Background: an optimization exercise with open tools, aiming at small area. Do not read the settings as production practice. Where RTL was checked, it was by simulation tests only, not by an equivalence proof against the original. No driver is modelled on the clock port, so clocking that relies on it looks cheaper here than on a real chip.

==> exp/indigo <==
// all_modules
module all_modules
  (
  input TMBsig,
  input DTMBsig,
  input LAYERsig,
  input DTWHOLEsig,
  input RESET_INsig,
  input SIGM_INsig,
  input ID_INsig,
  input [1:0] XBAR_ADDRsig,
  input [5:0] AXsig,
  input [5:0] AYsig,
  input CEBsig,
  input RSTBsig,
  input WEBsig,
  input CMEBsig,
  input DINsig,
  input [63:0] CM_WLsig,
  input CD_TRANSsig,
  input [1:0] KERNEL_MODEsig,
  input [1:0] inputsig_control,
  input [11:0] inputsig_address,
  input [7:0] inputsig_id,
  input [63:0] inputsig_data_c,
  input [1:0] inputsig_xbar_address,
  input inputsig_data_w,
  input inputsig_flag,
  input [3:0] inputsig_sigmoid_threshold,
  input [1:0] inputsig_kernel_mode, 
  input inputsig_CD_trans,
  input CLK,
  input RESET,
  input [11:0] xb0_DO_CM, xb1_DO_CM, xb2_DO_CM, xb3_DO_CM,
  input xb0_DO_R, xb1_DO_R, xb2_DO_R, xb3_DO_R,
  output xb0_DIN, xb1_DIN, xb2_DIN, xb3_DIN,
  output [5:0] xb0_AX, xb1_AX, xb2_AX, xb3_AX,
  output [5:0] xb0_AY, xb1_AY, xb2_AY, xb3_AY,
  output xb0_WEB, xb1_WEB, xb2_WEB, xb3_WEB,
  output xb0_CMEB, xb1_CMEB, xb2_CMEB, xb3_CMEB,
  output [63:0] xb0_WL_CM, xb1_WL_CM, xb2_WL_CM, xb3_WL_CM,
  output xb0_CEB, xb1_CEB, xb2_CEB, xb3_CEB,
  output xb0_RSTB, xb1_RSTB, xb2_RSTB, xb3_RSTB,
  output reg [11:0] DO_CMpo,
  output reg DO_Rpo,
  output [7:0] output_id_2,
  output [63:0] output_data_c_2,
  output [1:0] output_control_2,
  output [11:0] output_address_2,
  output [1:0] output_xbar_address_2,
  output output_data_w_2,
  output output_data_r_2,
  output output_flag_2, 
  output [3:0] output_sigmoid_threshold_2
);
export LEC_CHECK = 0
export CAP_MARGIN = 20
export CORE_MARGIN = 2
export CORE_UTILIZATION = 65
export PLACE_DENSITY = 0.75
export SLEW_MARGIN = 20
create_clock -name core_clock -period 10.0 [get_ports {CLK}]
standard.sh (not shown) runs the stock make flow with config.mk's settings and CLKGATE_MAP_FILE= SYNTH_SCRIPT=/design/flow/synth_recipe.tcl, a recipe that flattens the netlist after the stock synthesis.
==> flow/flow/run.sh <==
#!/bin/bash
# Layout flow: the standard flow (standard.sh), with two changes:
#  - the clock inverter that synthesis puts in front of the (falling-edge) registers is not
#    cloned next to every register; CTS buffers the inverted clock net instead
#  - ports are buffered with sky130_fd_sc_hd__buf_1
set -euo pipefail
HERE=$(pwd)
export PRE_CTS_TCL="$HERE/flow/pre_cts.tcl"
export BUFFER_PORTS_ARGS="${BUFFER_PORTS_ARGS_OVERRIDE:--buffer_cell sky130_fd_sc_hd__buf_1}"
export CTS_ARGS="-sink_clustering_enable -repair_clock_nets -sink_clustering_size 18 -sink_clustering_max_diameter 50 -buf_list sky130_fd_sc_hd__clkbuf_8 -dont_use_dummy_load"
bash standard.sh > "$HERE/standard_flow.log" 2>&1
==> flow/flow/pre_cts.tcl <==
# Keep the single clock inverter: CTS then builds the tree on the inverted clock net.
proc repair_clock_inverters {args} {
  puts "repair_clock_inverters: skipped by the version's flow"
}
==> exp/delta: changes against exp/indigo <==
--- a/flow/design.v
+++ b/flow/design.v
@@ -58,16 +58,17 @@
   wire rst  = RESET_INsig | crst;
   reg [6:0] cc;
   always @(negedge CLK)
     if (rst) cc <= 7'd0;
     else     cc <= {cc[5:0], cc[6] ^ cc[5] ^ (cc[5:0] == 6'd0)};
   wire cc0 = (cc == 7'd0);
   wire cc3 = (cc == 7'd4);
   wire cc126 = (cc == 7'd96);
+  wire cc127 = (cc == 7'd64);
   reg [1:0] ic;
   always @(negedge CLK)
     if (rst) ic <= 2'd0;
     else     ic <= {ic[0], ~(ic[1] | ic[0])};
   wire ic0 = ~(ic[1] | ic[0]);
   wire ic1 = ic[0];
   wire ic2 = ic[1];
   reg [6:0] kc;
@@ -111,17 +112,17 @@
     else begin f1_fbf <= a1_pflag; f1_ifk <= kif; f1_ffk <= kff; end
   always @(negedge CLK) begin f1_Bn <= a1_Pn; f1_brow <= a1_prow; end
   wire FB1 = i1_cd ? f1_ffk : f1_fbf;
   wire IN1 = i1_cd ? f1_ifk : i1_flag;
   reg f1_ccb, f1_pw, f1_nw;
   reg [7:0] f1_nid;
   reg [1:0] f1_pen, f1_nen, f1_nctl, f1_pctl, f1_xctl;
   reg [3:0] f1_nrow;
-  reg [63:0] f1_Nn;    
+  reg f1_tz, f1_teq;
   always @(negedge CLK)
     if (RESET_INsig) begin
       f1_ccb <= 1'b0; f1_pw <= 1'b0; f1_nw <= 1'b0; f1_nid <= 8'd0; f1_pen <= DISABLE; f1_nen <= DISABLE;
       f1_nctl <= SLEEP; f1_nrow <= 4'd0; f1_pctl <= READ; f1_xctl <= READ;
     end else if (TMBsig) begin
       f1_ccb <= 1'b0; f1_nid <= 8'd0; f1_nctl <= SLEEP; f1_nrow <= 4'd0;
       if (XBAR_ADDRsig == 2'b00) begin
         f1_pw <= DINsig; f1_pen <= {CEBsig, RSTBsig}; f1_pctl <= {WEBsig, CMEBsig};
@@ -178,18 +179,20 @@
           f1_pen <= DISABLE; f1_nen <= DISABLE; f1_ccb <= 1'b1;
         end else begin
           f1_pen <= ENABLE; f1_nen <= ENABLE; f1_ccb <= 1'b0;
         end
       end
     end
   wire [63:0] f1_m = ~((f1_Bn & {64{FB1}}) | (i1_datn & {64{~FB1}}));
   wire f1_nz = RESET_INsig | TMBsig | crst;
-  always @(negedge CLK)
-    if (f1_nz | FB1 | IN1) f1_Nn <= ~(f1_m & {64{~f1_nz}});
+  always @(negedge CLK) begin
+    f1_tz <= f1_nz;
+    f1_teq <= ~f1_nz & (FB1 | IN1);
+  end
   reg [63:0] f1_Dn;    
   reg f1_dzp, f1_dzn;
   always @(negedge CLK) f1_Dn <= ~((CM_WLsig & {64{TMBsig}}) | (f1_m & {64{~TMBsig}}));
   always @(negedge CLK)
     if (RESET_INsig) begin f1_dzp <= 1'b1; f1_dzn <= 1'b1; end
     else if (TMBsig) begin f1_dzp <= (XBAR_ADDRsig != 2'b00); f1_dzn <= (XBAR_ADDRsig != 2'b01); end
     else begin f1_dzp <= crst; f1_dzn <= crst; end
   reg [7:0] f1_Ah;    
@@ -209,21 +212,28 @@
     end else if (!IN1 || i1_ctl == READ || i1_ctl == WRITE) begin
       {f1_Ah[7:2], f1_Am, f1_Ah[1:0]} <= i1_addr;
       f1_zhp <= 1'b0; f1_zhn <= 1'b0; f1_zmp <= 1'b0; f1_zmn <= 1'b0;
     end else if (i1_ctl == COMPUTE) begin
       f1_zmp <= 1'b1; f1_zmn <= 1'b1;
     end
   wire [11:0] f1_paddr = {f1_Ah[7:2] & {6{~f1_zhp}}, f1_Am & {4{~f1_zmp}}, f1_Ah[1:0] & {2{~f1_zhp}}};
   wire [11:0] f1_naddr = {f1_Ah[7:2] & {6{~f1_zhn}}, f1_Am & {4{~f1_zmn}}, f1_Ah[1:0] & {2{~f1_zhn}}};
-  reg [11:0] f1_nad; reg f1_ndw; reg [1:0] f1_nxb; reg [3:0] f1_nsig; reg f1_ncd; reg [1:0] f1_nkm;
+  reg [1:0] f1_nxb; reg [3:0] f1_nsig; reg f1_ncd; reg [1:0] f1_nkm;
   always @(negedge CLK)
     if (rst | IN1)
-      {f1_nad, f1_ndw, f1_nxb, f1_nsig, f1_ncd, f1_nkm} <=
-        {i1_addr, i1_w, i1_xb, i1_sig, i1_cd, i1_km} & {22{~rst}};
+      {f1_nxb, f1_nsig, f1_ncd, f1_nkm} <= {i1_xb, i1_sig, i1_cd, i1_km} & {9{~rst}};
+  reg [11:0] x1_ad; reg x1_w; reg x1_late;
+  wire cc_late = cc126 | cc127;
+  always @(negedge CLK)
+    if (rst | cc0) x1_late <= 1'b0;
+    else if (cc_late & IN1) x1_late <= 1'b1;
+  always @(negedge CLK)
+    if (rst | (IN1 & ~cc_late) | (cc0 & x1_late))
+      {x1_ad, x1_w} <= {i1_addr, i1_w} & {13{~rst}};
   function sigm;
     input [2:0] p, n;
     input [3:0] t;
     reg [3:0] s;
     begin
       s = {1'b0, p} - {1'b0, n};
       case ({s[3], t[3]})
         2'b00: sigm = (s[2:0] >= t[2:0]);
@@ -234,19 +244,21 @@
     end
   endfunction
   reg [1:0] a1_fctl; reg [63:0] a1_Fn; reg [1:0] a1_fxb; reg [3:0] a1_frow;
   reg a1_sr; reg [7:0] a1_fid; reg a1_fcd; reg [1:0] a1_fkm;
   always @(negedge CLK)
     if (rst) begin a1_fctl <= SLEEP; a1_fxb <= 2'd0; a1_fid <= 8'd0; end
     else begin a1_fctl <= f1_nctl; a1_fxb <= f1_nxb; a1_fid <= f1_nid; end
   always @(negedge CLK) begin
-    a1_Fn <= f1_Nn; a1_frow <= f1_nrow; a1_fcd <= f1_ncd; a1_fkm <= f1_nkm;
+    a1_frow <= f1_nrow; a1_fcd <= f1_ncd; a1_fkm <= f1_nkm;
     a1_sr <= (f1_nxb == 2'b00) ? xb0_DO_R : xb1_DO_R;
   end
+  always @(negedge CLK)
+    if (f1_tz | f1_teq) a1_Fn <= f1_Dn | {64{f1_tz}};
   reg [3:0] a1_q0p, a1_q0n, a1_q2p, a1_q2n;
   wire [3:0] a1_R;
   genvar g;
   generate for (g = 0; g < 4; g = g + 1) begin : a1_col
     assign a1_R[g] = sigm({a1_q2p[g], xb0_DO_CM[g], a1_q0p[g]}, {a1_q2n[g], xb1_DO_CM[g], a1_q0n[g]}, f1_nsig);
   end endgenerate
   always @(negedge CLK) begin
     a1_q0p <= ic1 ? a1_R : xb0_DO_CM[3:0];
@@ -289,61 +301,65 @@
       for (i = 0; i < k; i = i + 1) begin
         fb = ((st >> 5) ^ (st >> 4)) & 1;
         if ((st & 31) == 0) fb = fb ^ 1;
         st = ((st << 1) | fb) & 63;
       end
       dbs6 = st;
     end
   endfunction
-  reg [255:0] a1_rf;
+  reg [255:0] a1_rfn;    
+  wire [255:0] a1_rf = ~a1_rfn;
   reg [5:0] a1_rfi;
   always @(negedge CLK)
     if (rst) a1_rfi <= 6'd0;
     else if (ic2) a1_rfi <= {a1_rfi[4:0], a1_rfi[5] ^ a1_rfi[4] ^ (a1_rfi[4:0] == 5'd0)};
   genvar e;
   generate for (e = 0; e < 64; e = e + 1) begin : a1_rfe
     always @(negedge CLK)
-      if (rst || (ic2 && a1_rfi == dbs6(e))) a1_rf[4*e+3:4*e] <= a1_res & {4{~rst}};
+      if (rst || (ic2 && a1_rfi == dbs6(e))) a1_rfn[4*e+3:4*e] <= ~a1_res | {4{rst}};
   end endgenerate
+  wire a1_oc1 = a1_fcd & ~rst;
+  wire a1_oc2 = ~a1_fcd & ~rst;
   wire [67:0]  a1_p32 = a1_rf[67:0] | a1_rf[99:32];
   wire [79:0]  a1_q64 = a1_rf[79:0] | a1_rf[143:64];
   wire [63:0]  a1_r64 = a1_rf[191:128] | a1_rf[255:192];
-  wire [63:0]  a1_pool = (a1_fkm == 2'b00) ? (a1_p32[63:0] | a1_p32[67:4]) :
-                         (a1_fkm == 2'b01) ? (a1_q64[63:0] | a1_q64[79:16]) :
-                                             (a1_q64[63:0] | a1_r64);
+  wire a1_k0 = a1_oc1 & (a1_fkm == 2'b00);
+  wire a1_k1 = a1_oc1 & (a1_fkm == 2'b01);
+  wire a1_k2 = a1_oc1 & a1_fkm[1];
+  wire [63:0]  a1_pool = ({64{a1_k0}} & (a1_p32[63:0] | a1_p32[67:4])) |
+                         ({64{a1_k1}} & (a1_q64[63:0] | a1_q64[79:16])) |
+                         ({64{a1_k2}} & (a1_q64[63:0] | a1_r64));
   reg [1:0] a1_octl; reg [1:0] a1_oxb; reg a1_or;
   reg [63:0] a1_O, a1_Pr;   
   wire a1_wr = (a1_fctl == COMPUTE) && !a1_done && a1_new && ic2;
   always @(negedge CLK)
     if (rst) begin
       a1_oid <= 8'd0; a1_octl <= SLEEP; a1_oxb <= 2'd0; a1_or <= 1'b0;
     end else begin
       a1_oid <= a1_fid; a1_octl <= a1_fctl; a1_oxb <= a1_fxb;
       if (a1_fctl == READ && !a1_fxb[1]) a1_or <= a1_sr;
     end
-  wire a1_oc1 = a1_fcd & ~rst;
-  wire a1_oc2 = ~a1_fcd & ~rst;
   generate for (e = 0; e < 16; e = e + 1) begin : a1_og
     wire en = rst | (a1_wr & (a1_fcd ? (a1_fkm != 2'b11) : (a1_frow == e)));
     always @(negedge CLK)
-      if (en) a1_O[4*e+3:4*e] <= (a1_pool[4*e+3:4*e] & {4{a1_oc1}}) | (a1_res & {4{a1_oc2}});
+      if (en) a1_O[4*e+3:4*e] <= a1_pool[4*e+3:4*e] | (a1_res & {4{a1_oc2}});
   end endgenerate
   always @(negedge CLK) a1_Pr <= a1_Fn;
   assign a1_Pn = a1_Pr;
-  reg [11:0] s_addr; reg s_w; reg [3:0] s_sig;
+  reg [3:0] s_sig;
   always @(negedge CLK)
-    if (rst | cc126) {s_addr, s_w, s_sig} <= {f1_nad, f1_ndw, f1_nsig} & {17{~rst}};
+    if (rst | cc126) s_sig <= f1_nsig & {4{~rst}};
   reg [1:0]  i2_ctl;  reg [11:0] i2_addr; reg i2_w; reg i2_r;
   reg [1:0]  i2_xb;   reg [3:0]  i2_sig;  reg i2_flag; reg [7:0] i2_id;
   wire i2_tst = DTMBsig & ~DTWHOLEsig & LAYERsig & ~rst;
   wire i2_lay = ~(DTMBsig & ~DTWHOLEsig & LAYERsig) & ~rst;
   wire [29:0] i2_tstv = {WEBsig, CMEBsig, AXsig, AYsig, DINsig, XBAR_ADDRsig, {4{SIGM_INsig}}, 1'b1,
                          7'b0, ID_INsig};
-  wire [29:0] i2_layv = {a1_octl, s_addr, s_w, a1_oxb, s_sig, a1_oflag, a1_oid};
+  wire [29:0] i2_layv = {a1_octl, x1_ad, x1_w, a1_oxb, s_sig, a1_oflag, a1_oid};
   always @(negedge CLK)
     if (rst | cc0)
       {i2_ctl, i2_addr, i2_w, i2_xb, i2_sig, i2_flag, i2_id} <=
         (i2_tstv & {30{i2_tst}}) | (i2_layv & {30{i2_lay}});
   always @(negedge CLK)
     if (rst | (cc0 & ~(DTMBsig & ~DTWHOLEsig & LAYERsig))) i2_r <= a1_or & ~rst;
   reg [63:0] i2_datn;
   always @(negedge CLK)
@@ -360,17 +376,16 @@
     else f2_fbf <= a2_pflag;
   always @(negedge CLK) begin f2_Bn <= a2_Pn; f2_brow <= a2_prow; end
   wire FB2 = f2_fbf;
   wire IN2 = i2_flag;
   reg f2_ccb, f2_pw, f2_nw;
   reg [7:0] f2_nid;
   reg [1:0] f2_pen, f2_nen, f2_nctl, f2_pctl, f2_xctl;
   reg [3:0] f2_nrow;
-  reg [63:0] f2_Nn;
   always @(negedge CLK)
     if (RESET_INsig) begin
       f2_ccb <= 1'b0; f2_pw <= 1'b0; f2_nw <= 1'b0; f2_nid <= 8'd0; f2_pen <= DISABLE; f2_nen <= DISABLE;
       f2_nctl <= SLEEP; f2_nrow <= 4'd0; f2_pctl <= READ; f2_xctl <= READ;
     end else if (TMBsig) begin
       f2_ccb <= 1'b0; f2_nid <= 8'd0; f2_nctl <= SLEEP; f2_nrow <= 4'd0;
       if (XBAR_ADDRsig == 2'b10) begin
         f2_pw <= DINsig; f2_pen <= {CEBsig, RSTBsig}; f2_pctl <= {WEBsig, CMEBsig};
@@ -426,19 +441,16 @@
         end else if (f2_nrow != f2_brow) begin
           f2_pen <= DISABLE; f2_nen <= DISABLE; f2_ccb <= 1'b1;
         end else begin
           f2_pen <= ENABLE; f2_nen <= ENABLE; f2_ccb <= 1'b0;
         end
       end
     end
   wire [63:0] f2_m = ~((f2_Bn & {64{FB2}}) | (i2_datn & {64{~FB2}}));
-  wire f2_nz = RESET_INsig | TMBsig | crst;
-  always @(negedge CLK)
-    if (f2_nz | FB2 | IN2) f2_Nn <= ~(f2_m & {64{~f2_nz}});
   reg [63:0] f2_Dn;    
   reg f2_dzp, f2_dzn;
   always @(negedge CLK) f2_Dn <= ~((CM_WLsig & {64{TMBsig}}) | (f2_m & {64{~TMBsig}}));
   always @(negedge CLK)
     if (RESET_INsig) begin f2_dzp <= 1'b1; f2_dzn <= 1'b1; end
     else if (TMBsig) begin f2_dzp <= (XBAR_ADDRsig != 2'b10); f2_dzn <= (XBAR_ADDRsig != 2'b11); end
     else begin f2_dzp <= crst; f2_dzn <= crst; end
   reg [7:0] f2_Ah;
@@ -475,17 +487,17 @@
     end else begin
       a2_fctl <= f2_nctl; a2_fid <= f2_nid;
     end
   reg [11:0] a2_oad; reg a2_ow; reg [1:0] a2_oxb; reg [3:0] a2_osig;
   always @(negedge CLK)
     if (rst | (cc3 & IN2))
       {a2_oad, a2_ow, a2_oxb, a2_osig} <= {i2_addr, i2_w, i2_xb, i2_sig} & {19{~rst}};
   always @(negedge CLK) begin
-    a2_Fn <= f2_Nn; a2_frow <= f2_nrow;
+    a2_Fn <= f2_Dn; a2_frow <= f2_nrow;
     a2_sr <= (f2_nxb == 2'b10) ? xb2_DO_R : (f2_nxb == 2'b11) ? xb3_DO_R : f2_ndr;
   end
   reg [3:0] a2_q0p, a2_q0n, a2_q2p, a2_q2n;
   wire [3:0] a2_R;
   generate for (g = 0; g < 4; g = g + 1) begin : a2_col
     assign a2_R[g] = sigm({a2_q2p[g], xb2_DO_CM[g], a2_q0p[g]}, {a2_q2n[g], xb3_DO_CM[g], a2_q0n[g]}, f2_nsig);
   end endgenerate
   always @(negedge CLK) begin
==> out/qor.yml <==
min_from: "a2_Fn[54]"
relSlewSlack_pct: 15.8
area_delta_synth_final_pct: 10.5
wl_met1_um: 61700
status: "no timing/DRC/antenna violations"
wl_met3_um: 16800
seq_area_frac_synth_pct: 68.8
-- figures above: exp/delta

==> out/qor.yml <==
status: "no timing/DRC/antenna violations"
wl_met3_um: 16100
min_from: "a2_Fn[60]"
relSlewSlack_pct: 30.2
seq_area_frac_synth_pct: 69.7
-- figures above: exp/indigo

Function not checked in exp/indigo: the RTL went through the layout flow alone.
